This is an optimization exercise on Yosys and OpenROAD, whose aim is small area, not a production implementation.
Function was checked by simulation only, so behaviour that the tests miss may differ from the original.
Power figures rest on the tool's default switching activity, not on a simulated workload.

## flow/design.v

```verilog
`default_nettype none
`timescale 1ns/1ps
module random_seq #(
    parameter   LENGTH = 4
)(
    input   wire            clk,
    input   wire            rst_n,
    output  wire    [LENGTH - 1 : 0]   ram_seq_o
);
    reg     [31:0]      seq;
    always@(posedge clk) begin
        if(!rst_n)
            seq <= 32'h1000_0001;
        else begin
            seq <= {seq[30:0],seq[0]^seq[2]^seq[3]^seq[5]^seq[8]^seq[31]};
        end
    end
    assign ram_seq_o = seq[LENGTH-1 : 0];
endmodule
 `default_nettype none
`timescale 1ns/1ps
module map_genarate(
    input   wire                                        clk,
    input   wire                                        rst_n,                                     
    input   wire    [2:0]                               screen_state_i,
    output  reg     [4 * (8 * 8 ) - 1 : 0]    map_o    
    );
    wire    [2:0]                               x_ram;               
    wire    [2:0]                               y_ram;               
    reg     [8 * 8 - 1 : 0]  map_mine;
    always@(posedge clk) begin
        if(!rst_n | screen_state_i == 3'b000)
            map_mine <= 'b0;
        else if(screen_state_i == 3'b001)
            map_mine[x_ram + y_ram * 8] <= 1'b1;         
    end
    genvar pos_index;
    generate
        for(pos_index = 0; pos_index < 8*8 ; pos_index = pos_index + 1) begin
            always@(posedge clk) begin
                if(!rst_n)
                    map_o[4 * (pos_index + 1) - 1 : 4 * pos_index] <= 0;
                else begin
                    if(map_mine[pos_index])
                        map_o[4 * (pos_index + 1) - 1 : 4 * pos_index] <= 9;
                    else begin
                        if(pos_index == 0)
                            map_o[3:0] <= map_mine[1] + map_mine[8] + map_mine[8 + 1] ;
                        else if(pos_index == 8 - 1)
                            map_o[4 * (pos_index + 1) - 1 : 4 * pos_index] 
                                <= map_mine[8 - 2] + map_mine[8*2 - 2] + map_mine[8*2 - 1] ;
                        else if(pos_index == 8 * (8 - 1))
                            map_o[4 * (pos_index + 1) - 1 : 4 * pos_index]
                                <= map_mine[(8-2) * 8] + map_mine[(8-2) * 8 + 1] 
                                    + map_mine[(8-1) * 8 + 1] ;
                        else if(pos_index == 8 * 8 - 1)
                            map_o[4 * (pos_index + 1) - 1 : 4 * pos_index]
                                <= map_mine[8*8 - 1 - 8 ] + map_mine[8*8 - 2 - 8]
                                    + map_mine[8*8 - 2] ;
                        else if(pos_index < 8)
                            map_o[4 * (pos_index + 1) - 1 : 4 * pos_index]
                                <= map_mine[pos_index - 1] + map_mine[pos_index + 1] + map_mine[pos_index - 1 + 8]
                                    + map_mine[pos_index + 1 + 8] + map_mine[pos_index + 8];
                        else if(pos_index > 8 * (8 - 1))
                            map_o[4 * (pos_index + 1) - 1 : 4 * pos_index]
                                <= map_mine[pos_index - 1] + map_mine[pos_index + 1] + map_mine[pos_index - 1 - 8]
                                + map_mine[pos_index + 1 - 8] + map_mine[pos_index - 8];
                        else if(pos_index % 8 == 0)        
                            map_o[4 * (pos_index + 1) - 1 : 4 * pos_index]
                                <= map_mine[pos_index - 8] + map_mine[pos_index - 8 + 1] + map_mine[pos_index + 1]
                                + map_mine[pos_index + 1 + 8] + map_mine[pos_index + 8];
                        else if(pos_index % 8 == 7)         
                            map_o[4 * (pos_index + 1) - 1 : 4 * pos_index]
                                <= map_mine[pos_index - 8] + map_mine[pos_index - 8 - 1] + map_mine[pos_index - 1]
                                + map_mine[pos_index - 1 + 8] + map_mine[pos_index + 8];
                        else  
                            map_o[4 * (pos_index + 1) - 1 : 4 * pos_index]
                                <= map_mine[pos_index - 8 - 1] + map_mine[pos_index - 8] + map_mine[pos_index - 8 + 1]
                                    + map_mine[pos_index - 1] + map_mine[pos_index + 1]
                                    + map_mine[pos_index + 8 - 1] + map_mine[pos_index + 8] + map_mine[pos_index + 8 + 1];
                    end
                end
            end
        end
    endgenerate
    random_seq #(
        .LENGTH ( 6 ))
    u_random_seq_1 (
        .clk                     ( clk              ),
        .rst_n                   ( rst_n            ),
        .ram_seq_o               ( {x_ram,y_ram}    ) 
    );   
endmodule
 `default_nettype none
`timescale 1ns/1ps
module screen_machine(
    input   wire            clk,
    input   wire            rst_n,
    input   wire            mid_button_i,            
    input   wire    [3:0]   difficulty_i,            
    input   wire    [1:0]   play_end_i,              
    output  wire    [2:0]   screen_state_o           
    );
    reg [2:0] curr_screen_state, next_screen_state;
    reg [5:0] map_gen_counter;
    reg [4:0] mine_num;
    always@(posedge clk) begin
        casez(difficulty_i)
            4'b1zzz : mine_num <= 30;
            4'b01zz : mine_num <= 20;
            4'b001z : mine_num <= 15;
            4'b0001 : mine_num <= 9;
            default : mine_num <= 9;     
        endcase
    end
    always@(posedge clk) begin
        if(!rst_n)
            map_gen_counter <= 0;
        else if(curr_screen_state == 3'b001)
            map_gen_counter <= map_gen_counter + 1;
        else 
            map_gen_counter <= 0; 
    end
    always@(posedge clk) begin
        if(!rst_n) begin
            curr_screen_state <= 3'b000;            
        end
        else begin
            curr_screen_state <= next_screen_state;
        end
    end
    always@(*) begin
        case(curr_screen_state)
            3'b000     : next_screen_state = mid_button_i ? 3'b001 : 3'b000;
            3'b001   : next_screen_state = (map_gen_counter==mine_num - 1) ? 3'b010 : 3'b001;
            3'b010      : case(play_end_i)
                                  2'b00 : next_screen_state = 3'b010;
                                  2'b01 : next_screen_state = 3'b100;
                                  2'b10 : next_screen_state = 3'b011;
                                  default: next_screen_state = 3'b101;
                              endcase 
            3'b011   : next_screen_state = mid_button_i ? 3'b000 : 3'b011;
            3'b100      : next_screen_state = mid_button_i ? 3'b000 : 3'b100;
            default         : next_screen_state = curr_screen_state;
        endcase
    end
    assign screen_state_o = curr_screen_state;
endmodule
 `default_nettype none
`timescale 1ns/1ps
module time_counter(
    input   wire                    clk             ,
    input   wire                    rst_n           ,
    input   wire    [3:0]           screen_state_i  ,        
    output  wire    [7:0]           seconds_o       ,        
    output  wire    [7:0]           minutes_o                
    );
    reg     [26:0]      counter         ;            
    wire                time_count_flag ;            
    reg     [7:0]       seconds;             
    reg     [7:0]       minutes;             
    assign  seconds_o = seconds ;
    assign  minutes_o = minutes ;
    always@(posedge clk) begin
        if(!rst_n | counter == 27'd99 | screen_state_i != 3'b010)
            counter <= 0;
        else if(screen_state_i == 3'b010)
            counter <= counter + 1 ;
    end
    assign time_count_flag = (rst_n & counter == 27'd99) ;   
    always@(posedge clk) begin
        if(!rst_n | seconds[3:0] == 4'd10 | screen_state_i != 3'b010)
            seconds[3:0] <= 0;
        else if(time_count_flag)
            seconds[3:0] <= seconds[3:0] + 1 ;
    end
    always@(posedge clk) begin
        if(!rst_n | seconds[7:4] == 4'd6 | screen_state_i != 3'b010)
            seconds[7:4] <= 0;
        else if(seconds[3:0] == 4'd10)
            seconds[7:4] <= seconds[7:4] + 1 ;
        else
            seconds[7:4] <= seconds[7:4] ;
    end
    always@(posedge clk) begin
        if(!rst_n | minutes[3:0] == 4'd10 | screen_state_i != 3'b010)
            minutes[3:0] <= 0;
        else if(seconds[7:4] == 4'd6)
            minutes[3:0] <= minutes[3:0] + 1 ;
        else
            minutes[3:0] <= minutes[3:0] ;
    end
    always@(posedge clk) begin
        if(!rst_n | minutes[7:4] == 4'd6 | screen_state_i != 3'b010)
            minutes[7:4] <= 0;
        else if(minutes[3:0] == 4'd10)
            minutes[7:4] <= minutes[7:4] + 1 ;
        else
            minutes[7:4] <= minutes[7:4] ;
    end
endmodule
 `default_nettype none
`timescale 1ns/1ps
module move(
    input   wire            clk             ,
    input   wire            rst_n           ,
    input   wire    [2:0]   screen_state_i  ,    
    input   wire    [4:0]   button_i        ,    
    output  wire    [2:0]   x_pos_o         ,    
    output  wire    [2:0]   y_pos_o         ,    
    output  wire    [5:0]   position_o           
    );
    reg [2:0] curr_x,curr_y,next_x,next_y;
    always@(posedge clk) begin
        if(!rst_n | screen_state_i == 3'b000) begin     
            {curr_x,curr_y} <= 'b0;
        end
        else if(screen_state_i == 3'b010)                
            {curr_x,curr_y} <= {next_x,next_y};
    end
    always@(posedge clk) begin
        if(!rst_n )
            {next_x,next_y} <= 0;
        else begin 
            case(button_i)
                5'b01000 :  begin
                                    next_y <= next_y;
                                    if(curr_x == 2'b0)
                                        next_x <= 8 - 1;         
                                    else
                                        next_x <= curr_x - 1;             
                                end
                5'b00100 : begin
                                    next_y <= next_y;
                                    if(curr_x == 8 - 1)
                                        next_x <= 2'b0;
                                    else
                                        next_x <= curr_x + 1;
                                end
                5'b00010 :    begin
                                    next_x <= next_x;
                                    if(curr_y == 2'b0)
                                        next_y <= 8 - 1;
                                    else
                                        next_y <= curr_y - 1;
                                end
                5'b00001 :  begin
                                    next_x <= next_x;
                                    if(curr_y == 8 - 1)
                                        next_y <= 2'b0;
                                    else
                                        next_y <= curr_y + 1;
                                end
            endcase
        end
    end
    assign {x_pos_o,y_pos_o} = {curr_x,curr_y};
    assign position_o = curr_x + curr_y * 8 ;
endmodule
 `default_nettype none
`timescale 1ns/1ps
module sweep(
    input   wire                                        clk             ,
    input   wire                                        rst_n           ,
    input   wire    [2:0]                               screen_state_i  ,    
    input   wire    [2:0]                               x_pos_i         ,
    input   wire    [5:0]                               position_i      ,    
    input   wire                                        mid_button_i    ,    
    input   wire                                        fm_switch_i     ,    
    input   wire    [4 * (8 * 8 ) - 1 : 0]  map_i ,    
    output  reg     [8 * 8 - 1 : 0]  map_shown_o     ,    
    output  reg     [8 * 8 - 1 : 0]  map_flag_o           
    );
    always@(posedge clk) begin
        if(!rst_n | screen_state_i != 3'b010)    
            map_flag_o <= 0;
        else if(fm_switch_i & mid_button_i & !map_shown_o[position_i])   
            map_flag_o[position_i] <= !map_flag_o[position_i];
        else if(!fm_switch_i & mid_button_i & map_flag_o[position_i])
            map_flag_o[position_i] <= 0;
    end
    genvar pos_index;
    generate
        for(pos_index = 0; pos_index < 8*8 ; pos_index = pos_index + 1) begin
            always@(posedge clk) begin
                if(!rst_n | screen_state_i == 3'b000)  
                    map_shown_o[pos_index] <= 0;
                else if(screen_state_i == 3'b011 | screen_state_i == 3'b100) 
                    map_shown_o[pos_index] <= 1'b1;
                else if(!fm_switch_i & mid_button_i & !map_flag_o[position_i] & (pos_index == position_i))
                        map_shown_o[pos_index] <= 1'b1;
                else if(mid_button_i & map_shown_o[position_i] & !map_flag_o[pos_index]) begin
                    if(position_i == 0)         
                        map_shown_o[pos_index] <= (pos_index == 1 | pos_index == 8 | pos_index == 8 + 1 | map_shown_o[pos_index]) ;
                    else if(position_i  == 8 - 1)  
                        map_shown_o[pos_index] <= (pos_index == 8 - 2 | pos_index == 2*8 - 2 | pos_index == 2*8 - 1 | map_shown_o[pos_index]);
                    else if(position_i == 8 * (8 - 1)) 
                        map_shown_o[pos_index] <= (pos_index == (8-2) * 8 | pos_index == (8-2) * 8 + 1
                                                    | pos_index == (8-1) * 8 + 1 | map_shown_o[pos_index]);
                    else if(position_i == 8 * 8 - 1)
                        map_shown_o[pos_index] <= (pos_index == 8*8 - 1 - 8 | pos_index == 8*8 - 2 - 8
                                                    | pos_index == 8*8 - 2 | map_shown_o[pos_index]);
                    else if(position_i < 8)
                        map_shown_o[pos_index] <= (pos_index == position_i - 1 | pos_index == position_i + 1 | pos_index == position_i - 1 + 8
                                                    | pos_index == position_i + 8 | pos_index == position_i + 1 + 8 | map_shown_o[pos_index]);
                    else if(position_i > 8 * (8 - 1))
                        map_shown_o[pos_index] <= (pos_index == position_i - 1 | pos_index == position_i + 1 | pos_index == position_i - 1 - 8
                                                    | pos_index == position_i - 8 | pos_index == position_i + 1 - 8 | map_shown_o[pos_index]);
                    else if(x_pos_i == 0)
                        map_shown_o[pos_index] <= (pos_index == position_i - 8 | pos_index == position_i + 1 - 8 | pos_index == position_i + 1
                                                    | pos_index == position_i + 8 | pos_index == position_i + 1 + 8 | map_shown_o[pos_index]);
                    else if(x_pos_i == 8 - 1)
                        map_shown_o[pos_index] <= (pos_index == position_i - 8 | pos_index == position_i - 1 - 8 | pos_index == position_i - 1
                                                    | pos_index == position_i + 8 | pos_index == position_i - 1 + 8 | map_shown_o[pos_index]);
                    else
                        map_shown_o[pos_index] <= (pos_index == position_i - 1 - 8 | pos_index == position_i - 8 | pos_index == position_i + 1 - 8
                                                    | pos_index == position_i - 1 | pos_index == position_i + 1 
                                                    | pos_index == position_i - 1 + 8 | pos_index == position_i + 8 | pos_index == position_i + 1 + 8 | map_shown_o[pos_index]);
                end
                else begin
                    if(pos_index == 0)      
                        map_shown_o[pos_index] <= (map_i[( 1                            ) * 4 +: 4] == 0 & map_shown_o[ 1              ])
                                                | (map_i[( 8                   ) * 4 +: 4] == 0 & map_shown_o[ 8     ])
                                                | (map_i[( 8 + 1               ) * 4 +: 4] == 0 & map_shown_o[ 8 + 1 ])
                                                | map_shown_o[pos_index];
                    else if(pos_index == 8 - 1)    
                        map_shown_o[pos_index] <= (map_i[( pos_index - 1                ) * 4 +: 4] == 0 & map_shown_o[ pos_index - 1              ]) 
                                                | (map_i[( pos_index - 1 +  8  ) * 4 +: 4] == 0 & map_shown_o[ pos_index - 1 + 8 ])
                                                | (map_i[( pos_index     +  8  ) * 4 +: 4] == 0 & map_shown_o[ pos_index     + 8 ])
                                                | map_shown_o[pos_index];
                    else if(pos_index == 8 * (8 - 1))    
                        map_shown_o[pos_index] <= (map_i[( pos_index     - 8   ) * 4 +: 4] == 0 & map_shown_o[ pos_index     - 8 ]) 
                                                | (map_i[( pos_index + 1 - 8   ) * 4 +: 4] == 0 & map_shown_o[ pos_index + 1 - 8 ])
                                                | (map_i[( pos_index + 1                ) * 4 +: 4] == 0 & map_shown_o[ pos_index + 1              ])
                                                | map_shown_o[pos_index];
                    else if(pos_index == 8 * 8 - 1)      
                        map_shown_o[pos_index] <= (map_i[( pos_index     - 8   ) * 4 +: 4] == 0 & map_shown_o[ pos_index     - 8 ]) 
                                                | (map_i[( pos_index - 1 - 8   ) * 4 +: 4] == 0 & map_shown_o[ pos_index - 1 - 8 ])
                                                | (map_i[( pos_index - 1                ) * 4 +: 4] == 0 & map_shown_o[ pos_index - 1              ])
                                                | map_shown_o[pos_index];
                    else if(pos_index < 8)         
                        map_shown_o[pos_index] <= (map_i[( pos_index - 1                ) * 4 +: 4] == 0 & map_shown_o[ pos_index - 1              ]) 
                                                | (map_i[( pos_index - 1 + 8   ) * 4 +: 4] == 0 & map_shown_o[ pos_index - 1 + 8 ])
                                                | (map_i[( pos_index     + 8   ) * 4 +: 4] == 0 & map_shown_o[ pos_index     + 8 ])
                                                | (map_i[( pos_index + 1 + 8   ) * 4 +: 4] == 0 & map_shown_o[ pos_index + 1 + 8 ])
                                                | (map_i[( pos_index + 1                ) * 4 +: 4] == 0 & map_shown_o[ pos_index + 1              ])
                                                | map_shown_o[pos_index];
                    else if(pos_index > 8 * (8 - 1))     
                        map_shown_o[pos_index] <= (map_i[( pos_index - 1                ) * 4 +: 4] == 0 & map_shown_o[ pos_index - 1              ]) 
                                                | (map_i[( pos_index - 1 - 8   ) * 4 +: 4] == 0 & map_shown_o[ pos_index - 1 - 8 ])
                                                | (map_i[( pos_index     - 8   ) * 4 +: 4] == 0 & map_shown_o[ pos_index     - 8 ])
                                                | (map_i[( pos_index + 1 - 8   ) * 4 +: 4] == 0 & map_shown_o[ pos_index + 1 - 8 ])
                                                | (map_i[( pos_index + 1                ) * 4 +: 4] == 0 & map_shown_o[ pos_index + 1              ])
                                                | map_shown_o[pos_index];
                    else if(pos_index % 8 == 0)        
                        map_shown_o[pos_index] <= (map_i[( pos_index     - 8   ) * 4 +: 4] == 0 & map_shown_o[ pos_index     - 8 ]) 
                                                | (map_i[( pos_index + 1 - 8   ) * 4 +: 4] == 0 & map_shown_o[ pos_index + 1 - 8 ])
                                                | (map_i[( pos_index + 1                ) * 4 +: 4] == 0 & map_shown_o[ pos_index + 1              ])
                                                | (map_i[( pos_index + 1 + 8   ) * 4 +: 4] == 0 & map_shown_o[ pos_index + 1 + 8 ])
                                                | (map_i[( pos_index     + 8   ) * 4 +: 4] == 0 & map_shown_o[ pos_index     + 8 ])
                                                | map_shown_o[pos_index];
                    else if(pos_index % 8 == 7)        
                        map_shown_o[pos_index] <= (map_i[( pos_index     - 8   ) * 4 +: 4] == 0 & map_shown_o[ pos_index     - 8 ]) 
                                                | (map_i[( pos_index - 1 - 8   ) * 4 +: 4] == 0 & map_shown_o[ pos_index - 1 - 8 ])
                                                | (map_i[( pos_index - 1                ) * 4 +: 4] == 0 & map_shown_o[ pos_index - 1              ])
                                                | (map_i[( pos_index - 1 + 8   ) * 4 +: 4] == 0 & map_shown_o[ pos_index - 1 + 8 ])
                                                | (map_i[( pos_index     + 8   ) * 4 +: 4] == 0 & map_shown_o[ pos_index     + 8 ])
                                                | map_shown_o[pos_index];
                    else 
                        map_shown_o[pos_index] <= (map_i[( pos_index - 1 - 8   ) * 4 +: 4] == 0 & map_shown_o[ pos_index - 1 - 8 ])
                                                | (map_i[( pos_index     - 8   ) * 4 +: 4] == 0 & map_shown_o[ pos_index     - 8 ]) 
                                                | (map_i[( pos_index + 1 - 8   ) * 4 +: 4] == 0 & map_shown_o[ pos_index + 1 - 8 ])
                                                | (map_i[( pos_index - 1                ) * 4 +: 4] == 0 & map_shown_o[ pos_index - 1              ])
                                                | (map_i[( pos_index + 1                ) * 4 +: 4] == 0 & map_shown_o[ pos_index + 1              ])
                                                | (map_i[( pos_index - 1 + 8   ) * 4 +: 4] == 0 & map_shown_o[ pos_index - 1 + 8 ])
                                                | (map_i[( pos_index     + 8   ) * 4 +: 4] == 0 & map_shown_o[ pos_index     + 8 ])
                                                | (map_i[( pos_index + 1 + 8   ) * 4 +: 4] == 0 & map_shown_o[ pos_index + 1 + 8 ])
                                                | map_shown_o[pos_index];
                end
            end
        end
    endgenerate
endmodule
 `default_nettype none
`timescale 1ns/1ps
module end_condition(
    input   wire    [4 * (8 * 8 ) - 1 : 0]    map_i,           
    input   wire    [8 * 8 - 1 : 0]                          map_shown_i,     
    output  wire    [1:0]   play_end_o           
    );
    wire    [8 * 8 - 1 : 0]  condition_vic   ;   
    wire    [8 * 8 - 1 : 0]  condition_fail  ;   
    genvar pos_index;
    generate
        for(pos_index = 0; pos_index < 8 * 8; pos_index = pos_index + 1) begin
            assign  condition_vic[pos_index] = (map_i[pos_index * 4 +: 4] == 9) ^ map_shown_i[pos_index];
            assign  condition_fail[pos_index] = (map_i[pos_index * 4 +: 4] == 9) & map_shown_i[pos_index];
        end
    endgenerate
    assign play_end_o[1] = &condition_vic;        
    assign play_end_o[0] = |condition_fail;        
endmodule
 `default_nettype none
`timescale 1ns/1ps
module play_top(
    input   wire                                        clk             ,
    input   wire                                        rst_n           ,
    input   wire    [2:0]                               screen_state_i  ,    
    input   wire    [4:0]                               button_i        ,    
    input   wire                                        fm_switch_i     ,    
    input   wire    [4 * (8 * 8 ) - 1 : 0]  map_i ,    
    output  wire    [2:0]                               x_pos_o         ,    
    output  wire    [2:0]                               y_pos_o         ,    
    output  wire    [1:0]                               play_end        ,    
    output  wire    [8 * 8 - 1 : 0]  map_shown_o     ,    
    output  wire    [8 * 8 - 1 : 0]  map_flag_o           
    );
    wire    [5:0]   position        ;                    
    move  u_move (
        .clk                     ( clk              ),
        .rst_n                   ( rst_n            ),
        .screen_state_i          ( screen_state_i   ),   
        .button_i                ( button_i         ),   
        .x_pos_o                 ( x_pos_o          ),   
        .y_pos_o                 ( y_pos_o          ),   
        .position_o              ( position         )    
    );
    sweep  u_sweep (
        .clk                     ( clk                ),  
        .rst_n                   ( rst_n              ),
        .screen_state_i          ( screen_state_i     ),     
        .x_pos_i                 ( x_pos_o            ),
        .position_i              ( position           ),     
        .mid_button_i            ( button_i[4]        ),     
        .fm_switch_i             ( fm_switch_i        ),     
        .map_i                   ( map_i              ),     
        .map_shown_o             ( map_shown_o        ),     
        .map_flag_o              ( map_flag_o         )      
    );
    end_condition  u_end_condition (
        .map_i                   ( map_i          ),         
        .map_shown_i             ( map_shown_o    ),         
        .play_end_o              ( play_end       )          
    );
endmodule
 `default_nettype none
`timescale 1ns/1ps
module game_top(
    input   wire            clk             ,
    input   wire            rst_n           ,
    input   wire    [4:0]   button_i        ,        
    input   wire            fm_switch_i     ,        
    input   wire    [3:0]   difficulty_i    ,        
    output  wire    [2:0]                               x_pos_o             ,    
    output  wire    [2:0]                               y_pos_o             ,    
    output  wire    [2:0]                               screen_state_o      ,    
    output  wire    [4 * (8 * 8 ) - 1 : 0]    map_o       ,    
    output  wire    [8 * 8 - 1 : 0]                          map_shown_o ,    
    output  wire    [8 * 8 - 1 : 0]                          map_flag_o  ,    
    output  wire    [15:0]                              time_count_o         
    );
    wire    [1:0]   play_end;                
    screen_machine  u_screen_machine (
        .clk                     ( clk            ),
        .rst_n                   ( rst_n          ),
        .mid_button_i            ( button_i[4]    ),
        .difficulty_i            ( difficulty_i   ),
        .play_end_i              ( play_end       ),     
        .screen_state_o          ( screen_state_o )      
    );
    map_genarate  u_map_genarate (
        .clk                     ( clk              ),
        .rst_n                   ( rst_n            ),
        .screen_state_i          ( screen_state_o   ),   
        .map_o                   ( map_o            )
    );
    play_top  u_play_top (
        .clk                     ( clk                  ),    
        .rst_n                   ( rst_n                ),
        .screen_state_i          ( screen_state_o       ),    
        .button_i                ( button_i             ),
        .fm_switch_i             ( fm_switch_i          ),
        .map_i                   ( map_o                ),  
        .x_pos_o                 ( x_pos_o              ),
        .y_pos_o                 ( y_pos_o              ),
        .play_end                ( play_end             ),
        .map_shown_o             ( map_shown_o          ),
        .map_flag_o              ( map_flag_o           )
    );
    time_counter  u_time_counter (
        .clk                     ( clk                  ),
        .rst_n                   ( rst_n                ),
        .screen_state_i          ( screen_state_o       ),
        .seconds_o               ( time_count_o[7:0]    ),
        .minutes_o               ( time_count_o[15:8]    ) 
    );
endmodule
```

## flow/run.sh

```bash
#!/bin/bash
# synth_recipe.tcl (not shown) runs the flow's synth.tcl, then flattens the netlist and writes it again
# the make line also repeats each setting of config.mk as NAME=value (left out here)
make -C /OpenROAD-flow-scripts/flow DESIGN_CONFIG=/design/flow/config.mk WORK_HOME=/design/flow/orfs CLKGATE_MAP_FILE= SYNTH_SCRIPT=/design/flow/synth_recipe.tcl finish
```

## flow/config.mk

```make
export PLATFORM = sky130hd
export DESIGN_NAME = game_top
export DESIGN_NICKNAME = game_top
export VERILOG_FILES = /design/flow/design.v
export SDC_FILE = /design/flow/constraint.sdc
export NUM_CORES = 4
export LEC_CHECK = 0
export CAP_MARGIN = 20
export CORE_MARGIN = 2
export CORE_UTILIZATION = 40
export SLEW_MARGIN = 20
```

## flow/constraint.sdc

```tcl
create_clock -name core_clock -period 10.0 [get_ports {clk}]
set_input_delay 2.0000 -clock core_clock [delete_from_list [all_inputs] [get_ports {clk}]]
set_output_delay 2.0000 -clock core_clock [all_outputs]
set_load 0.01 [all_outputs]
```

==> metrics.md <==
| Metric | Value |
|---|---|
| Gate Count Post-Synth | `4787` |
| Initial antenna violation count | `21` |
| Peak VDD IR | `0.1191 mV` |
| Top cells by count, synth | `nor2_1 (688), dfxtp_1 (549), inv_1 (402)` |
| Seq cells post-synth | `549` |
| Share of layout cells above drive strength 1 | `0.07176` |
| Worst Max-Slew Pin Slew | `1296 ps` |
| Pre-antenna DRT Iters | `9` |
| Ys Warns | `7` |
| Total of max-cap violations | `0` |
| PD cells | `117.2 nW/um^2` |
| Hold Vio Cnt, Final | `0` |
| CTS tree | `yes` |
| Crit path launch type | `flip-flop` |
| Clock-pin transition on the worst setup and hold timing paths | `60 ps` |
| Htree depth | `3` |
| Root Driver | `clkbuf_16` |
| Mapped cell area | `39620 um^2` |
| Largest net degree at the start of global routing | `79` |
| Global-route wire length before repair | `313600 um` |
| Row count | `115` |
| Worst-Skew Late Latency | `670 ps` |
| Core area | `98280 um^2` |
| Drc violations | `0` |
| Detailed placement HPWL | `164500 um` |
| Synth top area cells | `dfxtp_1 (28%), fa_1 (9.9%), ha_1 (8.4%)` |
| Post-CTS Setup Inserts | `0` |
| Worst min-delay path startpoint | `u_map_genarate.u_random_seq_1.seq[19]$_SDFF_PN0_` |
| Reg-to-Reg Start | `u_play_top.u_move.curr_x[0]$_SDFFE_PP0N_` |
| Iteration-0 DRC count of the detailed router | `6328` |
| Via count | `42980` |
| Number of buffers created by CTS | `68` |
| Relative slew slack | `0.1362` |
| Total gr overflow | `0` |
| Lkg Pwr | `18.79 nW` |
| Primary FF master, synth | `dfxtp_1` |
| Min setup slack post-route | `3181 ps` |
| Via density | `6.649` |
| Fill cells | `9691` |
| Top-area cell type share of the netlist area | `0.2774` |
| Synth cell types | `116` |
| Drt total wl | `223800 um` |
| Final setup vio count | `0` |
| CP Data Arrival Time | `7400 ps` |
| GP Congestion | `1.101` |
| Final period util | `0.6819` |
| Hold Slack | `422.6 ps` |
| Most frequent cell after synthesis | `nor2_1` |
| Hold Crit Class | `flip-flop to flip-flop` |
| Port bufs | `419` |
| Status | `timing/DRC/antenna clean` |
| Sink Count | `549` |
| Area of the die | `101600 um^2` |
| Routed len/inst | `34.63 um` |
| Hold-fix buffer count after cts | `0` |
| Critical path type | `flip-flop to flip-flop` |
| Starting Density | `0.4031` |
| Post-synth EDFFs | `0` |
| Synth area leader | `dfxtp_1` |
| Chip Width | `318.7 um` |
| CP startpoint | `u_play_top.u_move.curr_x[0]$_SDFFE_PP0N_` |
| Syn_area_per_cell | `8.276 um^2` |
| Pre-CTS setup slack | `3742 ps` |
| Final Slew Violations | `0` |
| Post-synth ARST share | `0` |
| Fin crit period | `6819 ps` |
| Synth-to-Final Area Change | `19.81%` |
| Fmax | `146.7 MHz` |
| Final setup TNS | `0 ps` |
| Post-route ant nets | `0` |
| Final net count | `5582` |
| Worst-case reg-to-reg path depth | `17` |
| Seq/Total Area, Yosys | `0.2774` |
| Clk buf depth | `3` |
| Total GRT Usage | `0.4303` |
| CP required | `10580 ps` |
| Vert. Die Dim | `318.7 um` |
| Util after Layout | `0.4830` |
| RSZ-0062 raised after global routing | `false` |
| Crit path capture type | `flip-flop` |
| Number of gates resized after cts | `0` |
| Clock skew | `38.63 ps` |
| Hold-critical path depth | `1` |
| Syn nets | `5262` |
| CP Max Fanout | `25` |
| Top Ports | `421` |
| Number of global-route vias before repair | `41060` |
[metrics by stage]
stage	instances	area (um^2)	total power, mW
global placement	6322	45110	3.006
floorplan	4787	39620	2.668
finish	6464	47460	5.563
detailed placement	6322	45110	3.006
CTS	6441	47370	5.532
global route	6446	47420	5.690
[cells by family after synthesis]
kind of cell | count (synthesis) | share of synthesized area
fa+ha+maj | 463 | 0.1834
simple gates | 1797 | 0.2142
flops | 549 | 0.2774
mux | 69 | 0.02830
compound gates | 1118 | 0.2030
xor+xnor | 97 | 0.02236
buf+inv | 694 | 0.07132
[registers in the layout (all words and copies together) (netlist names), 5 cells and up]
| register | cells |
|---|---|
| u_map_genarate.u_random_seq_1.seq | 32 |
| u_play_top.u_sweep.map_shown_o | 64 |
| u_screen_machine.mine_num | 5 |
| u_time_counter.counter | 27 |
| u_time_counter.minutes | 8 |
| u_play_top.u_sweep.map_flag_o | 64 |
| u_time_counter.seconds | 8 |
| u_map_genarate.map_mine | 64 |
| u_screen_machine.map_gen_counter | 6 |
| u_map_genarate.map_o | 256 |
[worst paths after layout]
kind / endpoint / slack (ps)
worst max-delay path: u_play_top.u_sweep.map_shown_o[10]$_SDFFE_PP0P_ / 3180
worst min-delay path: u_map_genarate.u_random_seq_1.seq[20]$_SDFF_PN0_ / 420
worst max register to register: u_play_top.u_sweep.map_shown_o[10]$_SDFFE_PP0P_ / 3180
worst min register to register: u_map_genarate.u_random_seq_1.seq[20]$_SDFF_PN0_ / 420
[cells in the final DEF, fill, tap and decap left out, drive strengths merged, types with 134 or more instances in the layout]
master and n:
nor2 692, dfxtp 549, clkdlybuf4s50 418, inv 412, nand2 365, ha 267
a21oi 261, nand3 210, fa 196, o21ai 134
[where the power goes]
part / switching, mW / internal (mW)
sequential: 0.101 / 2.22
clock: 1.09 / 1.46
combinational: 0.448 / 0.240
[routing by layer]
| layer | part of all wire | vias up | GRT usage | routed length [um] |
|---|---|---|---|---|
| met5 | 0.0011 | - | 0.005674 | 240 |
| met4 | 0.088 | 20 | 0.3171 | 19650 |
| met3 | 0.13 | 993 | 0.1769 | 29860 |
| met2 | 0.41 | 3325 | 0.6217 | 92700 |
| met1 | 0.36 | 20780 | 0.5105 | 81380 |
| li1 | - | 17860 | - | - |
[area by class of cell]
class / count / area [um^2] / area share
multi-input combinational: 3544 / 25950 / 0.5468
sequential: 549 / 11000 / 0.2317
timing repair buffer: 532 / 5044 / 0.1063
clock buffer: 95 / 1964 / 0.04139
tap: 1287 / 1610 / 0.03393
inverter: 412 / 1548 / 0.03261
clock inverter: 24 / 295.3 / 0.006221
antenna: 21 / 52.55 / 0.001107
[worst max-delay path, cell delays in order, from the launching register on]
cell	delay (ps)
dfxtp_2	930
inv_2	560
ha_1	370
buf_4	230
nor3b_4	180
buf_4	240
xnor2_2	160
inv_1	60
buf_4	380
ha_1	360
nand3_1	110
ha_1	400
nand3_1	580
nor2_2	670
a22oi_1	220
a31o_1	260
a22oi_1	740
o2bb2ai_1	200

[separate check: timing with driven ports]
The results above use ideal ports. As a check the final layout listed here was re-extracted and re-timed, cells and wires unchanged. Step 1, drivers: a clkbuf_16 drives clk and a buf_2 each remaining input, both assumed. Step 2 moves the port delays by t, midway between the first and last clock arrival at a register: inputs arrive t later, outputs are due t later. That takes back most of the time a late clock gives input paths. Slacks: no drivers / after step 1 / after step 2; pairs: no drivers / after step 1.
t (ns): 0.732
setup WS [ns]: 3.181 / 3.181 / 3.181
worst slew at a driven data input, ns: 0.05
After both steps setup and hold are still met in this run. The setup slack of this run moves by 0.000 ns with the drivers and by 0.000 ns with both steps.
